This design comes from an exercise in tuning for small area and a short achievable clock period on the open sky130 flow, not from production work. At most, simulation tests tie the RTL to the original design; equivalence was not proved. Power figures rest on the tool's default switching activity, not on a simulated workload. The clock port is modelled as an ideal driver; clocking choices that lean on that would not hold on a real chip.

==> zinc <==
==> flow/design.v <==
module sync_fifo #(parameter depth=64,parameter n=8,parameter addr_n=6)(input [n-1:0]din,input clk,rst,w_en,r_en,output reg [n-1:0]dout,output full,empty);
  localparam LO = 9;
  localparam HI = 7;
  localparam NC = 1;
  localparam BPC = n/NC;
  reg [n-1:0] mem [0:LO*HI-1];
  reg [LO-1:0] wlo;
  reg [HI-1:0] whi;
  reg [HI-1:0] rhi;
  reg [LO-1:0] rlo [0:NC-1];
  reg [addr_n-1:0] cnt;
  reg e_r, f_r;
  assign empty = e_r;
  assign full  = f_r;
  wire wr = w_en & ~f_r;
  wire rd = r_en & ~e_r;
  integer i, j, k;
  always @(posedge clk) begin
    for (i = 0; i < HI; i = i + 1)
      for (j = 0; j < LO; j = j + 1)
        if (wr & whi[i] & wlo[j])
          mem[i*LO+j] <= din;
  end
  reg [n-1:0] rdata;
  reg [n-1:0] row;
  reg [n-1:0] csel;
  always @* begin
    rdata = {n{1'b0}};
    for (i = 0; i < HI; i = i + 1) begin
      row = {n{1'b0}};
      for (j = 0; j < LO; j = j + 1) begin
        for (k = 0; k < n; k = k + 1)
          csel[k] = rlo[k/BPC][j];
        row = row | (mem[i*LO+j] & csel);
      end
      rdata = rdata | (row & {n{rhi[i]}});
    end
  end
  wire [addr_n-1:0] cnt_up = cnt + 1'b1;
  wire [addr_n-1:0] cnt_dn = cnt - 1'b1;
  wire cnt_is1  = (cnt == 6'd1);
  wire cnt_is62 = (cnt == 6'd62);
  always @(posedge clk) begin
    if (rst) begin
      wlo <= 1; whi <= 1; rhi <= 1;
      for (k = 0; k < NC; k = k + 1) rlo[k] <= 1;
      cnt <= 0; e_r <= 1'b1; f_r <= 1'b0;
      dout <= 0;
    end else begin
      if (wr) begin
        wlo <= {wlo[LO-2:0], wlo[LO-1]};
        if (wlo[LO-1]) whi <= {whi[HI-2:0], whi[HI-1]};
      end
      if (rd) begin
        dout <= rdata;
        for (k = 0; k < NC; k = k + 1) rlo[k] <= {rlo[k][LO-2:0], rlo[k][LO-1]};
        if (rlo[0][LO-1]) rhi <= {rhi[HI-2:0], rhi[HI-1]};
      end
      if (wr & ~rd) begin
        cnt <= cnt_up;
        e_r <= 1'b0;
        f_r <= cnt_is62;
      end else if (rd & ~wr) begin
        cnt <= cnt_dn;
        f_r <= 1'b0;
        e_r <= cnt_is1;
      end
    end
  end
endmodule
==> flow/flow/run.sh <==
#!/bin/bash
# Standard ORFS layout (the standard.sh) with three changes:
#  - ports are buffered with buf_4 instead of the delay cell buffer_ports picks by default;
#  - CTS uses larger sink clusters and no dummy loads;
#  - a222oi_1 (only one, weak drive strength) is kept out of mapping; the platform's
#    own don't-use list is repeated since this setting replaces it.
set -euo pipefail
bash standard.sh \
  "BUFFER_PORTS_ARGS=-buffer_cell sky130_fd_sc_hd__buf_4" \
  "CTS_ARGS=-sink_clustering_enable -repair_clock_nets -sink_clustering_size 25 -sink_clustering_max_diameter 100 -dont_use_dummy_load" \
  "DONT_USE_CELLS=sky130_fd_sc_hd__probe_p_8 sky130_fd_sc_hd__probec_p_8 sky130_fd_sc_hd__lpflow_bleeder_1 sky130_fd_sc_hd__lpflow_clkbufkapwr_1 sky130_fd_sc_hd__lpflow_clkbufkapwr_16 sky130_fd_sc_hd__lpflow_clkbufkapwr_2 sky130_fd_sc_hd__lpflow_clkbufkapwr_4 sky130_fd_sc_hd__lpflow_clkbufkapwr_8 sky130_fd_sc_hd__lpflow_clkinvkapwr_1 sky130_fd_sc_hd__lpflow_clkinvkapwr_16 sky130_fd_sc_hd__lpflow_clkinvkapwr_2 sky130_fd_sc_hd__lpflow_clkinvkapwr_4 sky130_fd_sc_hd__lpflow_clkinvkapwr_8 sky130_fd_sc_hd__lpflow_decapkapwr_12 sky130_fd_sc_hd__lpflow_decapkapwr_3 sky130_fd_sc_hd__lpflow_decapkapwr_4 sky130_fd_sc_hd__lpflow_decapkapwr_6 sky130_fd_sc_hd__lpflow_decapkapwr_8 sky130_fd_sc_hd__lpflow_inputiso0n_1 sky130_fd_sc_hd__lpflow_inputiso0p_1 sky130_fd_sc_hd__lpflow_inputiso1n_1 sky130_fd_sc_hd__lpflow_inputiso1p_1 sky130_fd_sc_hd__lpflow_inputisolatch_1 sky130_fd_sc_hd__lpflow_isobufsrc_1 sky130_fd_sc_hd__lpflow_isobufsrc_16 sky130_fd_sc_hd__lpflow_isobufsrc_2 sky130_fd_sc_hd__lpflow_isobufsrc_4 sky130_fd_sc_hd__lpflow_isobufsrc_8 sky130_fd_sc_hd__lpflow_isobufsrckapwr_16 sky130_fd_sc_hd__lpflow_lsbuf_lh_hl_isowell_tap_1 sky130_fd_sc_hd__lpflow_lsbuf_lh_hl_isowell_tap_2 sky130_fd_sc_hd__lpflow_lsbuf_lh_hl_isowell_tap_4 sky130_fd_sc_hd__lpflow_lsbuf_lh_isowell_4 sky130_fd_sc_hd__lpflow_lsbuf_lh_isowell_tap_1 sky130_fd_sc_hd__lpflow_lsbuf_lh_isowell_tap_2 sky130_fd_sc_hd__lpflow_lsbuf_lh_isowell_tap_4 sky130_fd_sc_hd__a222oi_1 sky130_fd_sc_hd__a2111oi_0 sky130_fd_sc_hd__a21boi_0 sky130_fd_sc_hd__and2_0 sky130_fd_sc_hd__einvn_0 sky130_fd_sc_hd__o21ai_0 sky130_fd_sc_hd__o311ai_0 sky130_fd_sc_hd__or2_0 sky130_fd_sc_hd__a2111oi_1 sky130_fd_sc_hd__nor4_1 sky130_fd_sc_hd__o2111ai_1" \
  finish > standard.log 2>&1
==> flow/standard.sh <==
#!/bin/bash
# synth_recipe.tcl (not shown) runs the flow's synth.tcl, then flattens the netlist and writes it again
# the make line also repeats each setting of config.mk as NAME=value (left out here)
make -C /OpenROAD-flow-scripts/flow DESIGN_CONFIG=/design/flow/config.mk WORK_HOME=/design/flow/orfs CLKGATE_MAP_FILE= SYNTH_SCRIPT=/design/flow/synth_recipe.tcl "${@:-finish}"
==> flow/config.mk <==
export PLATFORM = sky130hd
export DESIGN_NAME = sync_fifo
export DESIGN_NICKNAME = sync_fifo
export VERILOG_FILES = /design/flow/design.v
export SDC_FILE = /design/flow/constraint.sdc
export NUM_CORES = 4
export LEC_CHECK = 0
export CAP_MARGIN = 20
export CORE_MARGIN = 2
export CORE_UTILIZATION = 60
export SETUP_SLACK_MARGIN = 2.2
export SLEW_MARGIN = 20
export TNS_END_PERCENT = 20
==> flow/constraint.sdc <==
create_clock -name core_clock -period 4.0 [get_ports {clk}]
set_input_delay 0.8000 -clock core_clock [delete_from_list [all_inputs] [get_ports {clk}]]
set_output_delay 0.8000 -clock core_clock [all_outputs]
set_load 0.01 [all_outputs]
==> maple (differences from zinc) <==
==> flow/design.v (replaced) <==
module sync_fifo #(parameter depth=64,parameter n=8,parameter addr_n=6)(input [n-1:0]din,input clk,rst,w_en,r_en,output reg [n-1:0]dout,output full,empty);
  localparam LO = 9;
  localparam HI = 7;
  reg [n-1:0] mem [0:LO*HI-1];
  reg [LO-1:0] wlo, rlo;
  reg [HI-1:0] whi, rhi;
  reg [addr_n-1:0] cnt;
  reg e_r, f_r;
  assign empty = e_r;
  assign full  = f_r;
  wire wr = w_en & ~f_r;
  wire rd = r_en & ~e_r;
  integer i, j;
  always @(posedge clk) begin
    for (i = 0; i < HI; i = i + 1)
      for (j = 0; j < LO; j = j + 1)
        if (wr & whi[i] & wlo[j])
          mem[i*LO+j] <= din;
  end
  reg [n-1:0] rdata;
  reg [n-1:0] row;
  always @* begin
    rdata = {n{1'b0}};
    for (i = 0; i < HI; i = i + 1) begin
      row = {n{1'b0}};
      for (j = 0; j < LO; j = j + 1)
        row = row | (mem[i*LO+j] & {n{rlo[j]}});
      rdata = rdata | (row & {n{rhi[i]}});
    end
  end
  always @(posedge clk) begin
    if (rst) begin
      wlo <= 1; whi <= 1;
      rlo <= 1; rhi <= 1;
      cnt <= 0; e_r <= 1'b1; f_r <= 1'b0;
      dout <= 0;
    end else begin
      if (wr) begin
        wlo <= {wlo[LO-2:0], wlo[LO-1]};
        if (wlo[LO-1]) whi <= {whi[HI-2:0], whi[HI-1]};
      end
      if (rd) begin
        dout <= rdata;
        rlo <= {rlo[LO-2:0], rlo[LO-1]};
        if (rlo[LO-1]) rhi <= {rhi[HI-2:0], rhi[HI-1]};
      end
      if (wr & ~rd) begin
        cnt <= cnt + 1'b1;
        e_r <= 1'b0;
        f_r <= (cnt == 6'd62);
      end else if (rd & ~wr) begin
        cnt <= cnt - 1'b1;
        f_r <= 1'b0;
        e_r <= (cnt == 6'd1);
      end
    end
  end
endmodule
==> flow/run.sh (new file) <==
#!/bin/bash
# synth_recipe.tcl (not shown) runs the flow's synth.tcl, then flattens the netlist and writes it again
# the make line also repeats each setting of config.mk as NAME=value (left out here)
make -C /OpenROAD-flow-scripts/flow DESIGN_CONFIG=/design/flow/config.mk WORK_HOME=/design/flow/orfs CLKGATE_MAP_FILE= SYNTH_SCRIPT=/design/flow/synth_recipe.tcl finish
- CORE_UTILIZATION: 60 -> 40
- SETUP_SLACK_MARGIN: 2.2 -> unset
- TNS_END_PERCENT: 20 -> unset
removed: flow/flow/run.sh
removed: flow/standard.sh
==> quartz (differences from zinc) <==
==> flow/design.v (replaced) <==
module sync_fifo #(parameter depth=64,parameter n=8,parameter addr_n=6)(input [n-1:0]din,input clk,rst,w_en,r_en,output reg [n-1:0]dout,output full,empty);
  localparam LO = 9;
  localparam HI = 7;
  reg [n-1:0] mem [0:LO*HI-1];
  reg [LO-1:0] wlo, rlo;
  reg [HI-1:0] whi, rhi;
  reg [addr_n-1:0] cnt;
  reg e_r, f_r;
  assign empty = e_r;
  assign full  = f_r;
  wire wr = w_en & ~f_r;
  wire rd = r_en & ~e_r;
  integer i, j;
  always @(posedge clk) begin
    for (i = 0; i < HI; i = i + 1)
      for (j = 0; j < LO; j = j + 1)
        if (wr & whi[i] & wlo[j])
          mem[i*LO+j] <= din;
  end
  reg [n-1:0] rdata;
  reg [n-1:0] row;
  always @* begin
    rdata = {n{1'b0}};
    for (i = 0; i < HI; i = i + 1) begin
      row = {n{1'b0}};
      for (j = 0; j < LO; j = j + 1)
        row = row | (mem[i*LO+j] & {n{rlo[j]}});
      rdata = rdata | (row & {n{rhi[i]}});
    end
  end
  always @(posedge clk) begin
    if (rst) begin
      wlo <= 1; whi <= 1;
      rlo <= 1; rhi <= 1;
      cnt <= 0; e_r <= 1'b1; f_r <= 1'b0;
      dout <= 0;
    end else begin
      if (wr) begin
        wlo <= {wlo[LO-2:0], wlo[LO-1]};
        if (wlo[LO-1]) whi <= {whi[HI-2:0], whi[HI-1]};
      end
      if (rd) begin
        dout <= rdata;
        rlo <= {rlo[LO-2:0], rlo[LO-1]};
        if (rlo[LO-1]) rhi <= {rhi[HI-2:0], rhi[HI-1]};
      end
      if (wr & ~rd) begin
        cnt <= cnt + 1'b1;
        e_r <= 1'b0;
        f_r <= (cnt == 6'd62);
      end else if (rd & ~wr) begin
        cnt <= cnt - 1'b1;
        f_r <= 1'b0;
        e_r <= (cnt == 6'd1);
      end
    end
  end
endmodule
==> flow/run.sh (new file) <==
#!/bin/bash
# synth_recipe.tcl (not shown) runs the flow's synth.tcl, then flattens the netlist and writes it again
# the make line also repeats each setting of config.mk as NAME=value (left out here)
make -C /OpenROAD-flow-scripts/flow DESIGN_CONFIG=/design/flow/config.mk WORK_HOME=/design/flow/orfs CLKGATE_MAP_FILE= SYNTH_SCRIPT=/design/flow/synth_recipe.tcl finish
- CORE_UTILIZATION: 60 -> 65
- SETUP_SLACK_MARGIN: 2.2 -> unset
- TNS_END_PERCENT: 20 -> unset
removed: flow/flow/run.sh
removed: flow/standard.sh
==> comparison <==
Of quartz and maple, maple has the higher clock-buffer cell count (gap 7). Against zinc, the combinational power of quartz is lower by about 23%. Between zinc and quartz, the lower clock skew is in quartz (gap 0.045 ns). Maximum frequency, highest first: zinc, quartz, maple. Register-to-register slack: maple < quartz < zinc. The highest via count belongs to zinc, the lowest to maple. The highest sequential share of layout area belongs to quartz, the lowest to maple. First-iteration DRC count: zinc < maple < quartz.
==> figures <==
                                                         quartz           maple            zinc
Status                                           finished clean  finished clean  finished clean
Yosys top cell area share                                 75.1%           75.1%           74.1%
Area enclosed by the die boundary                  32,400 sq um    52,200 sq um    35,500 sq um
Critical Path AT                                        3.32 ns         3.52 ns         1.07 ns
Inverters                                                    18              18              12
Worst-path maximum fanout                                    35              34               2
Placeable core region                              30,600 sq um    50,000 sq um    33,500 sq um
Initial antenna violation count                               1               4               1
Wire length of the first global-routing pass            75.8 mm         78.5 mm         78.3 mm
Register-to-register path setup slack                   1.07 ns         0.92 ns         2.16 ns
Global routing usage on met2                              48.5%           31.0%           49.0%
Worst setup slack after layout                          1.07 ns        0.919 ns         2.13 ns
Area added between synthesis and finish                   10.5%           13.7%           11.0%
Power share of the clock group                            41.1%           43.2%           29.0%
Sort of element at the end of the critical path       flip-flop       flip-flop      output pin
Minimum clock period after layout                       2.93 ns         3.08 ns         1.87 ns
Critical Path Start                                      rlo[1]          rlo[4]         dout[2]

---

==> inputs of run R <==
Another version of the RTL of sync_fifo (not shown whole).
==> module sync_fifo, before the edit <==
module sync_fifo #(parameter depth=64,parameter n=8,parameter addr_n=6)(input [n-1:0]din,input clk,rst,w_en,r_en,output reg [n-1:0]dout,output full,empty);
  localparam LO = 9;
  localparam HI = 7;
  localparam NC = 4;
  localparam BPC = n/NC;
  reg [n-1:0] mem [0:LO*HI-1];
  reg [3:0] wlo;
  reg [2:0] whi, rhi;
  reg [LO-1:0] rlo [0:NC-1];
  reg [addr_n-1:0] cnt;
  reg e_r, f_r;
  assign empty = e_r;
  assign full  = f_r;
  wire wr = w_en & ~f_r;
  wire rd = r_en & ~e_r;
  integer i, j, k;
  always @(posedge clk) begin
    for (i = 0; i < HI; i = i + 1)
      for (j = 0; j < LO; j = j + 1)
        if (wr && whi == i && wlo == j)
          mem[i*LO+j] <= din;
  end
  reg [n-1:0] rdata;
  reg [n-1:0] row;
  reg [n-1:0] csel;
  always @* begin
    rdata = {n{1'b0}};
    for (i = 0; i < HI; i = i + 1) begin
      row = {n{1'b0}};
      for (j = 0; j < LO; j = j + 1) begin
        for (k = 0; k < n; k = k + 1)
          csel[k] = rlo[k/BPC][j];
        row = row | (mem[i*LO+j] & csel);
      end
      rdata = rdata | (row & {n{rhi == i}});
    end
  end
  wire [addr_n-1:0] cnt_up = cnt + 1'b1;
  wire [addr_n-1:0] cnt_dn = cnt - 1'b1;
  wire cnt_is1  = (cnt == 6'd1);
  wire cnt_is62 = (cnt == 6'd62);
  always @(posedge clk) begin
    if (rst) begin
      wlo <= 0; whi <= 0; rhi <= 0;
      for (k = 0; k < NC; k = k + 1) rlo[k] <= 1;
      cnt <= 0; e_r <= 1'b1; f_r <= 1'b0;
      dout <= 0;
    end else begin
      if (wr) begin
        wlo <= (wlo == LO-1) ? 4'd0 : wlo + 1'b1;
        if (wlo == LO-1) whi <= (whi == HI-1) ? 3'd0 : whi + 1'b1;
      end
      if (rd) begin
        dout <= rdata;
        for (k = 0; k < NC; k = k + 1) rlo[k] <= {rlo[k][LO-2:0], rlo[k][LO-1]};
        if (rlo[0][LO-1]) rhi <= (rhi == HI-1) ? 3'd0 : rhi + 1'b1;
      end
      if (wr & ~rd) begin
        cnt <= cnt_up;
        e_r <= 1'b0;
        f_r <= cnt_is62;
      end else if (rd & ~wr) begin
        cnt <= cnt_dn;
        f_r <= 1'b0;
        e_r <= cnt_is1;
      end
    end
  end
endmodule
export LEC_CHECK = 0
export CAP_MARGIN = 20
export CORE_MARGIN = 2
export CORE_UTILIZATION = 60
export SETUP_SLACK_MARGIN = 2.2
export SLEW_MARGIN = 20
export TNS_END_PERCENT = 10
create_clock -name core_clock -period 4.0 [get_ports {clk}]
standard.sh (not shown) runs the stock make flow with config.mk's settings and CLKGATE_MAP_FILE= SYNTH_SCRIPT=/design/flow/synth_recipe.tcl, a recipe that flattens the netlist after the stock synthesis.
==> flow/flow/run.sh <==
#!/bin/bash
# Standard ORFS layout (the standard.sh) with two changes:
#  - ports are buffered with buf_4 instead of the delay cell buffer_ports picks by default;
#  - CTS uses larger sink clusters and no dummy loads.
set -euo pipefail
bash standard.sh \
  "BUFFER_PORTS_ARGS=-buffer_cell sky130_fd_sc_hd__buf_4" \
  "CTS_ARGS=-sink_clustering_enable -repair_clock_nets -sink_clustering_size 30 -sink_clustering_max_diameter 100 -dont_use_dummy_load" \
  finish > standard.log 2>&1
==> run X (differences from run R) <==
--- a/flow/design.v
+++ b/flow/design.v
@@ -3,7 +3,8 @@
   localparam HI = 7;
-  localparam NC = 4;
+  localparam NC = 1;
   localparam BPC = n/NC;
   reg [n-1:0] mem [0:LO*HI-1];
-  reg [3:0] wlo;
-  reg [2:0] whi, rhi;
+  reg [LO-1:0] wlo;
+  reg [HI-1:0] whi;
+  reg [HI-1:0] rhi;
   reg [LO-1:0] rlo [0:NC-1];
@@ -19,3 +20,3 @@
       for (j = 0; j < LO; j = j + 1)
-        if (wr && whi == i && wlo == j)
+        if (wr & whi[i] & wlo[j])
           mem[i*LO+j] <= din;
@@ -34,3 +35,3 @@
       end
-      rdata = rdata | (row & {n{rhi == i}});
+      rdata = rdata | (row & {n{rhi[i]}});
     end
@@ -43,3 +44,3 @@
     if (rst) begin
-      wlo <= 0; whi <= 0; rhi <= 0;
+      wlo <= 1; whi <= 1; rhi <= 1;
       for (k = 0; k < NC; k = k + 1) rlo[k] <= 1;
@@ -49,4 +50,4 @@
       if (wr) begin
-        wlo <= (wlo == LO-1) ? 4'd0 : wlo + 1'b1;
-        if (wlo == LO-1) whi <= (whi == HI-1) ? 3'd0 : whi + 1'b1;
+        wlo <= {wlo[LO-2:0], wlo[LO-1]};
+        if (wlo[LO-1]) whi <= {whi[HI-2:0], whi[HI-1]};
       end
@@ -55,3 +56,3 @@
         for (k = 0; k < NC; k = k + 1) rlo[k] <= {rlo[k][LO-2:0], rlo[k][LO-1]};
-        if (rlo[0][LO-1]) rhi <= (rhi == HI-1) ? 3'd0 : rhi + 1'b1;
+        if (rlo[0][LO-1]) rhi <= {rhi[HI-2:0], rhi[HI-1]};
       end
==> flow/flow/run.sh (replaced) <==
#!/bin/bash
# Standard ORFS layout (the standard.sh) with three changes:
#  - ports are buffered with buf_4 instead of the delay cell buffer_ports picks by default;
#  - CTS uses larger sink clusters and no dummy loads;
#  - a222oi_1 (only one, weak drive strength) is kept out of mapping; the platform's
#    own don't-use list is repeated since this setting replaces it.
set -euo pipefail
bash standard.sh \
  "BUFFER_PORTS_ARGS=-buffer_cell sky130_fd_sc_hd__buf_4" \
  "CTS_ARGS=-sink_clustering_enable -repair_clock_nets -sink_clustering_size 25 -sink_clustering_max_diameter 100 -dont_use_dummy_load" \
  "DONT_USE_CELLS=sky130_fd_sc_hd__probe_p_8 sky130_fd_sc_hd__probec_p_8 sky130_fd_sc_hd__lpflow_bleeder_1 sky130_fd_sc_hd__lpflow_clkbufkapwr_1 sky130_fd_sc_hd__lpflow_clkbufkapwr_16 sky130_fd_sc_hd__lpflow_clkbufkapwr_2 sky130_fd_sc_hd__lpflow_clkbufkapwr_4 sky130_fd_sc_hd__lpflow_clkbufkapwr_8 sky130_fd_sc_hd__lpflow_clkinvkapwr_1 sky130_fd_sc_hd__lpflow_clkinvkapwr_16 sky130_fd_sc_hd__lpflow_clkinvkapwr_2 sky130_fd_sc_hd__lpflow_clkinvkapwr_4 sky130_fd_sc_hd__lpflow_clkinvkapwr_8 sky130_fd_sc_hd__lpflow_decapkapwr_12 sky130_fd_sc_hd__lpflow_decapkapwr_3 sky130_fd_sc_hd__lpflow_decapkapwr_4 sky130_fd_sc_hd__lpflow_decapkapwr_6 sky130_fd_sc_hd__lpflow_decapkapwr_8 sky130_fd_sc_hd__lpflow_inputiso0n_1 sky130_fd_sc_hd__lpflow_inputiso0p_1 sky130_fd_sc_hd__lpflow_inputiso1n_1 sky130_fd_sc_hd__lpflow_inputiso1p_1 sky130_fd_sc_hd__lpflow_inputisolatch_1 sky130_fd_sc_hd__lpflow_isobufsrc_1 sky130_fd_sc_hd__lpflow_isobufsrc_16 sky130_fd_sc_hd__lpflow_isobufsrc_2 sky130_fd_sc_hd__lpflow_isobufsrc_4 sky130_fd_sc_hd__lpflow_isobufsrc_8 sky130_fd_sc_hd__lpflow_isobufsrckapwr_16 sky130_fd_sc_hd__lpflow_lsbuf_lh_hl_isowell_tap_1 sky130_fd_sc_hd__lpflow_lsbuf_lh_hl_isowell_tap_2 sky130_fd_sc_hd__lpflow_lsbuf_lh_hl_isowell_tap_4 sky130_fd_sc_hd__lpflow_lsbuf_lh_isowell_4 sky130_fd_sc_hd__lpflow_lsbuf_lh_isowell_tap_1 sky130_fd_sc_hd__lpflow_lsbuf_lh_isowell_tap_2 sky130_fd_sc_hd__lpflow_lsbuf_lh_isowell_tap_4 sky130_fd_sc_hd__a222oi_1" \
  finish > standard.log 2>&1
--- a/flow/config.mk
+++ b/flow/config.mk
@@ -12,2 +12,2 @@
 export SLEW_MARGIN = 20
-export TNS_END_PERCENT = 10
+export TNS_END_PERCENT = 20
==> run K (differences from run R) <==
--- a/flow/design.v
+++ b/flow/design.v
@@ -3,7 +3,8 @@
   localparam HI = 7;
-  localparam NC = 4;
+  localparam NC = 1;
   localparam BPC = n/NC;
   reg [n-1:0] mem [0:LO*HI-1];
-  reg [3:0] wlo;
-  reg [2:0] whi, rhi;
+  reg [LO-1:0] wlo;
+  reg [HI-1:0] whi;
+  reg [HI-1:0] rhi;
   reg [LO-1:0] rlo [0:NC-1];
@@ -19,3 +20,3 @@
       for (j = 0; j < LO; j = j + 1)
-        if (wr && whi == i && wlo == j)
+        if (wr & whi[i] & wlo[j])
           mem[i*LO+j] <= din;
@@ -34,3 +35,3 @@
       end
-      rdata = rdata | (row & {n{rhi == i}});
+      rdata = rdata | (row & {n{rhi[i]}});
     end
@@ -43,3 +44,3 @@
     if (rst) begin
-      wlo <= 0; whi <= 0; rhi <= 0;
+      wlo <= 1; whi <= 1; rhi <= 1;
       for (k = 0; k < NC; k = k + 1) rlo[k] <= 1;
@@ -49,4 +50,4 @@
       if (wr) begin
-        wlo <= (wlo == LO-1) ? 4'd0 : wlo + 1'b1;
-        if (wlo == LO-1) whi <= (whi == HI-1) ? 3'd0 : whi + 1'b1;
+        wlo <= {wlo[LO-2:0], wlo[LO-1]};
+        if (wlo[LO-1]) whi <= {whi[HI-2:0], whi[HI-1]};
       end
@@ -55,3 +56,3 @@
         for (k = 0; k < NC; k = k + 1) rlo[k] <= {rlo[k][LO-2:0], rlo[k][LO-1]};
-        if (rlo[0][LO-1]) rhi <= (rhi == HI-1) ? 3'd0 : rhi + 1'b1;
+        if (rlo[0][LO-1]) rhi <= {rhi[HI-2:0], rhi[HI-1]};
       end
==> flow/flow/run.sh (replaced) <==
#!/bin/bash
# Standard ORFS layout (the standard.sh) with three changes:
#  - ports are buffered with buf_4 instead of the delay cell buffer_ports picks by default;
#  - CTS uses larger sink clusters and no dummy loads;
#  - a222oi_1 (only one, weak drive strength) is kept out of mapping; the platform's
#    own don't-use list is repeated since this setting replaces it.
set -euo pipefail
bash standard.sh \
  "BUFFER_PORTS_ARGS=-buffer_cell sky130_fd_sc_hd__buf_4" \
  "CTS_ARGS=-sink_clustering_enable -repair_clock_nets -sink_clustering_size 25 -sink_clustering_max_diameter 100 -dont_use_dummy_load" \
  "DONT_USE_CELLS=sky130_fd_sc_hd__probe_p_8 sky130_fd_sc_hd__probec_p_8 sky130_fd_sc_hd__lpflow_bleeder_1 sky130_fd_sc_hd__lpflow_clkbufkapwr_1 sky130_fd_sc_hd__lpflow_clkbufkapwr_16 sky130_fd_sc_hd__lpflow_clkbufkapwr_2 sky130_fd_sc_hd__lpflow_clkbufkapwr_4 sky130_fd_sc_hd__lpflow_clkbufkapwr_8 sky130_fd_sc_hd__lpflow_clkinvkapwr_1 sky130_fd_sc_hd__lpflow_clkinvkapwr_16 sky130_fd_sc_hd__lpflow_clkinvkapwr_2 sky130_fd_sc_hd__lpflow_clkinvkapwr_4 sky130_fd_sc_hd__lpflow_clkinvkapwr_8 sky130_fd_sc_hd__lpflow_decapkapwr_12 sky130_fd_sc_hd__lpflow_decapkapwr_3 sky130_fd_sc_hd__lpflow_decapkapwr_4 sky130_fd_sc_hd__lpflow_decapkapwr_6 sky130_fd_sc_hd__lpflow_decapkapwr_8 sky130_fd_sc_hd__lpflow_inputiso0n_1 sky130_fd_sc_hd__lpflow_inputiso0p_1 sky130_fd_sc_hd__lpflow_inputiso1n_1 sky130_fd_sc_hd__lpflow_inputiso1p_1 sky130_fd_sc_hd__lpflow_inputisolatch_1 sky130_fd_sc_hd__lpflow_isobufsrc_1 sky130_fd_sc_hd__lpflow_isobufsrc_16 sky130_fd_sc_hd__lpflow_isobufsrc_2 sky130_fd_sc_hd__lpflow_isobufsrc_4 sky130_fd_sc_hd__lpflow_isobufsrc_8 sky130_fd_sc_hd__lpflow_isobufsrckapwr_16 sky130_fd_sc_hd__lpflow_lsbuf_lh_hl_isowell_tap_1 sky130_fd_sc_hd__lpflow_lsbuf_lh_hl_isowell_tap_2 sky130_fd_sc_hd__lpflow_lsbuf_lh_hl_isowell_tap_4 sky130_fd_sc_hd__lpflow_lsbuf_lh_isowell_4 sky130_fd_sc_hd__lpflow_lsbuf_lh_isowell_tap_1 sky130_fd_sc_hd__lpflow_lsbuf_lh_isowell_tap_2 sky130_fd_sc_hd__lpflow_lsbuf_lh_isowell_tap_4 sky130_fd_sc_hd__a222oi_1 sky130_fd_sc_hd__a2111oi_0 sky130_fd_sc_hd__o21ai_0 sky130_fd_sc_hd__and2_0" \
  finish > standard.log 2>&1
--- a/flow/config.mk
+++ b/flow/config.mk
@@ -9,5 +9,5 @@
 export CORE_MARGIN = 2
-export CORE_UTILIZATION = 60
+export CORE_UTILIZATION = 72
 export SETUP_SLACK_MARGIN = 2.2
 export SLEW_MARGIN = 20
-export TNS_END_PERCENT = 10
+export TNS_END_PERCENT = 30
==> run M (differences from run R) <==
--- a/flow/design.v
+++ b/flow/design.v
@@ -3,7 +3,8 @@
   localparam HI = 7;
-  localparam NC = 4;
+  localparam NC = 1;
   localparam BPC = n/NC;
   reg [n-1:0] mem [0:LO*HI-1];
-  reg [3:0] wlo;
-  reg [2:0] whi, rhi;
+  reg [LO-1:0] wlo;
+  reg [HI-1:0] whi;
+  reg [HI-1:0] rhi;
   reg [LO-1:0] rlo [0:NC-1];
@@ -19,3 +20,3 @@
       for (j = 0; j < LO; j = j + 1)
-        if (wr && whi == i && wlo == j)
+        if (wr & whi[i] & wlo[j])
           mem[i*LO+j] <= din;
@@ -34,3 +35,3 @@
       end
-      rdata = rdata | (row & {n{rhi == i}});
+      rdata = rdata | (row & {n{rhi[i]}});
     end
@@ -43,3 +44,3 @@
     if (rst) begin
-      wlo <= 0; whi <= 0; rhi <= 0;
+      wlo <= 1; whi <= 1; rhi <= 1;
       for (k = 0; k < NC; k = k + 1) rlo[k] <= 1;
@@ -49,4 +50,4 @@
       if (wr) begin
-        wlo <= (wlo == LO-1) ? 4'd0 : wlo + 1'b1;
-        if (wlo == LO-1) whi <= (whi == HI-1) ? 3'd0 : whi + 1'b1;
+        wlo <= {wlo[LO-2:0], wlo[LO-1]};
+        if (wlo[LO-1]) whi <= {whi[HI-2:0], whi[HI-1]};
       end
@@ -55,3 +56,3 @@
         for (k = 0; k < NC; k = k + 1) rlo[k] <= {rlo[k][LO-2:0], rlo[k][LO-1]};
-        if (rlo[0][LO-1]) rhi <= (rhi == HI-1) ? 3'd0 : rhi + 1'b1;
+        if (rlo[0][LO-1]) rhi <= {rhi[HI-2:0], rhi[HI-1]};
       end
==> flow/flow/run.sh (replaced) <==
#!/bin/bash
# Standard ORFS layout (the standard.sh) with three changes:
#  - ports are buffered with buf_4 instead of the delay cell buffer_ports picks by default;
#  - CTS uses larger sink clusters and no dummy loads;
#  - a222oi_1 (only one, weak drive strength) is kept out of mapping; the platform's
#    own don't-use list is repeated since this setting replaces it.
set -euo pipefail
bash standard.sh \
  "BUFFER_PORTS_ARGS=-buffer_cell sky130_fd_sc_hd__buf_4" \
  "CTS_ARGS=-sink_clustering_enable -repair_clock_nets -sink_clustering_size 30 -sink_clustering_max_diameter 100 -dont_use_dummy_load" \
  "DONT_USE_CELLS=sky130_fd_sc_hd__probe_p_8 sky130_fd_sc_hd__probec_p_8 sky130_fd_sc_hd__lpflow_bleeder_1 sky130_fd_sc_hd__lpflow_clkbufkapwr_1 sky130_fd_sc_hd__lpflow_clkbufkapwr_16 sky130_fd_sc_hd__lpflow_clkbufkapwr_2 sky130_fd_sc_hd__lpflow_clkbufkapwr_4 sky130_fd_sc_hd__lpflow_clkbufkapwr_8 sky130_fd_sc_hd__lpflow_clkinvkapwr_1 sky130_fd_sc_hd__lpflow_clkinvkapwr_16 sky130_fd_sc_hd__lpflow_clkinvkapwr_2 sky130_fd_sc_hd__lpflow_clkinvkapwr_4 sky130_fd_sc_hd__lpflow_clkinvkapwr_8 sky130_fd_sc_hd__lpflow_decapkapwr_12 sky130_fd_sc_hd__lpflow_decapkapwr_3 sky130_fd_sc_hd__lpflow_decapkapwr_4 sky130_fd_sc_hd__lpflow_decapkapwr_6 sky130_fd_sc_hd__lpflow_decapkapwr_8 sky130_fd_sc_hd__lpflow_inputiso0n_1 sky130_fd_sc_hd__lpflow_inputiso0p_1 sky130_fd_sc_hd__lpflow_inputiso1n_1 sky130_fd_sc_hd__lpflow_inputiso1p_1 sky130_fd_sc_hd__lpflow_inputisolatch_1 sky130_fd_sc_hd__lpflow_isobufsrc_1 sky130_fd_sc_hd__lpflow_isobufsrc_16 sky130_fd_sc_hd__lpflow_isobufsrc_2 sky130_fd_sc_hd__lpflow_isobufsrc_4 sky130_fd_sc_hd__lpflow_isobufsrc_8 sky130_fd_sc_hd__lpflow_isobufsrckapwr_16 sky130_fd_sc_hd__lpflow_lsbuf_lh_hl_isowell_tap_1 sky130_fd_sc_hd__lpflow_lsbuf_lh_hl_isowell_tap_2 sky130_fd_sc_hd__lpflow_lsbuf_lh_hl_isowell_tap_4 sky130_fd_sc_hd__lpflow_lsbuf_lh_isowell_4 sky130_fd_sc_hd__lpflow_lsbuf_lh_isowell_tap_1 sky130_fd_sc_hd__lpflow_lsbuf_lh_isowell_tap_2 sky130_fd_sc_hd__lpflow_lsbuf_lh_isowell_tap_4 sky130_fd_sc_hd__a222oi_1" \
  finish > standard.log 2>&1
--- a/flow/config.mk
+++ b/flow/config.mk
@@ -10,3 +10,3 @@
 export CORE_UTILIZATION = 60
-export SETUP_SLACK_MARGIN = 2.2
+export SETUP_SLACK_MARGIN = 2.1
 export SLEW_MARGIN = 20
==> qor summary <==
| quantity | run K | run R | run X | run M |
|---|---|---|---|---|
| Synth Cell Area | 20400 um^2 | 20700 um^2 | 20400 um^2 | 20400 um^2 |
| Top cell type's share of synthesized area | 74.2% | 73.0% | 74.3% | 74.3% |
| Highest clock rate | 0.538 GHz | 0.491 GHz | 0.536 GHz | 0.515 GHz |
| Capture point of the critical path | dout[1] | dout[7] | dout[1] | dout[0] |
| Count of clock tree sinks | 552 | 566 | 552 | 552 |
| Sequential Power Share | 66.3% | 66.7% | 65.9% | 67.5% |
| Part of the Yosys area used for sequential elements | 78.9% | 79.0% | 79.0% | 79.0% |
| Run status | no timing/DRC/antenna violations | no timing/DRC/antenna violations | no timing/DRC/antenna violations | no timing/DRC/antenna violations |
| Total non-filler cell area in the finished layout | 22300 um^2 | 24100 um^2 | 22600 um^2 | 22000 um^2 |
| Basic-gate share of the synthesized area counting and, or, nand and nor cells | 6.71% | 4.92% | 6.73% | 6.73% |
| Number of clock buffers in the layout | 26 | 22 | 26 | 22 |
| Share of synthesized area spent on multiplexers | 0.0491% | 0% | 0.0492% | 0.0492% |
| Worst rel slew slack | 47.1% | 41.6% | 47.2% | 49.4% |
| Met2 track utilization from global routing | 54.8% | 54.3% | 48.1% | 47.7% |
| Filler Cell Count | 1523 | 2229 | 2255 | 2307 |
Function not checked in run R: the RTL went through the layout flow alone.

[afterwards: timing with drivers on the ports]
In the flow no input, the clock included, has a driving cell. The finished layouts below were timed again as built, in two steps. Step 1 (the two cells are an assumption about what drives the block):
set clk [get_ports {clk}]
set_driving_cell -lib_cell sky130_fd_sc_hd__clkbuf_16 $clk
set_driving_cell -lib_cell sky130_fd_sc_hd__buf_2 [delete_from_list [all_inputs] $clk]
Step 2, shift: input delay + t, output delay - t, t = (earliest + latest rising clock arrival at the registers) / 2. This alone moves slack from input paths to output paths. Slacks: ideal / step 1 / step 2; pairs: ideal / step 1.
| run | shift t [ns] | slack for setup (ns) | worst data-port slew with drivers (ns) |
|---|---|---|---|
| zinc | 0.605 | 2.128 / 2.074 / 1.664 | 0.03 |
| maple | 0.649 | 0.919 / 0.919 / 0.761 | 0.06 |
| quartz | 0.607 | 1.071 / 1.071 / 0.916 | 0.03 |
| run R | 0.619 | 1.962 / 1.961 / 1.599 | 0.04 |
| run X | 0.589 | 2.136 / 2.083 / 1.658 | 0.04 |
| run K | 0.586 | 2.140 / 2.090 / 1.711 | 0.03 |
| run M | 0.595 | 2.059 / 2.006 / 1.662 | 0.03 |
After both steps every run listed still meets setup and hold. The setup slack of run X, which loses most, moves by -0.053 ns with the drivers and by -0.478 ns with both steps.
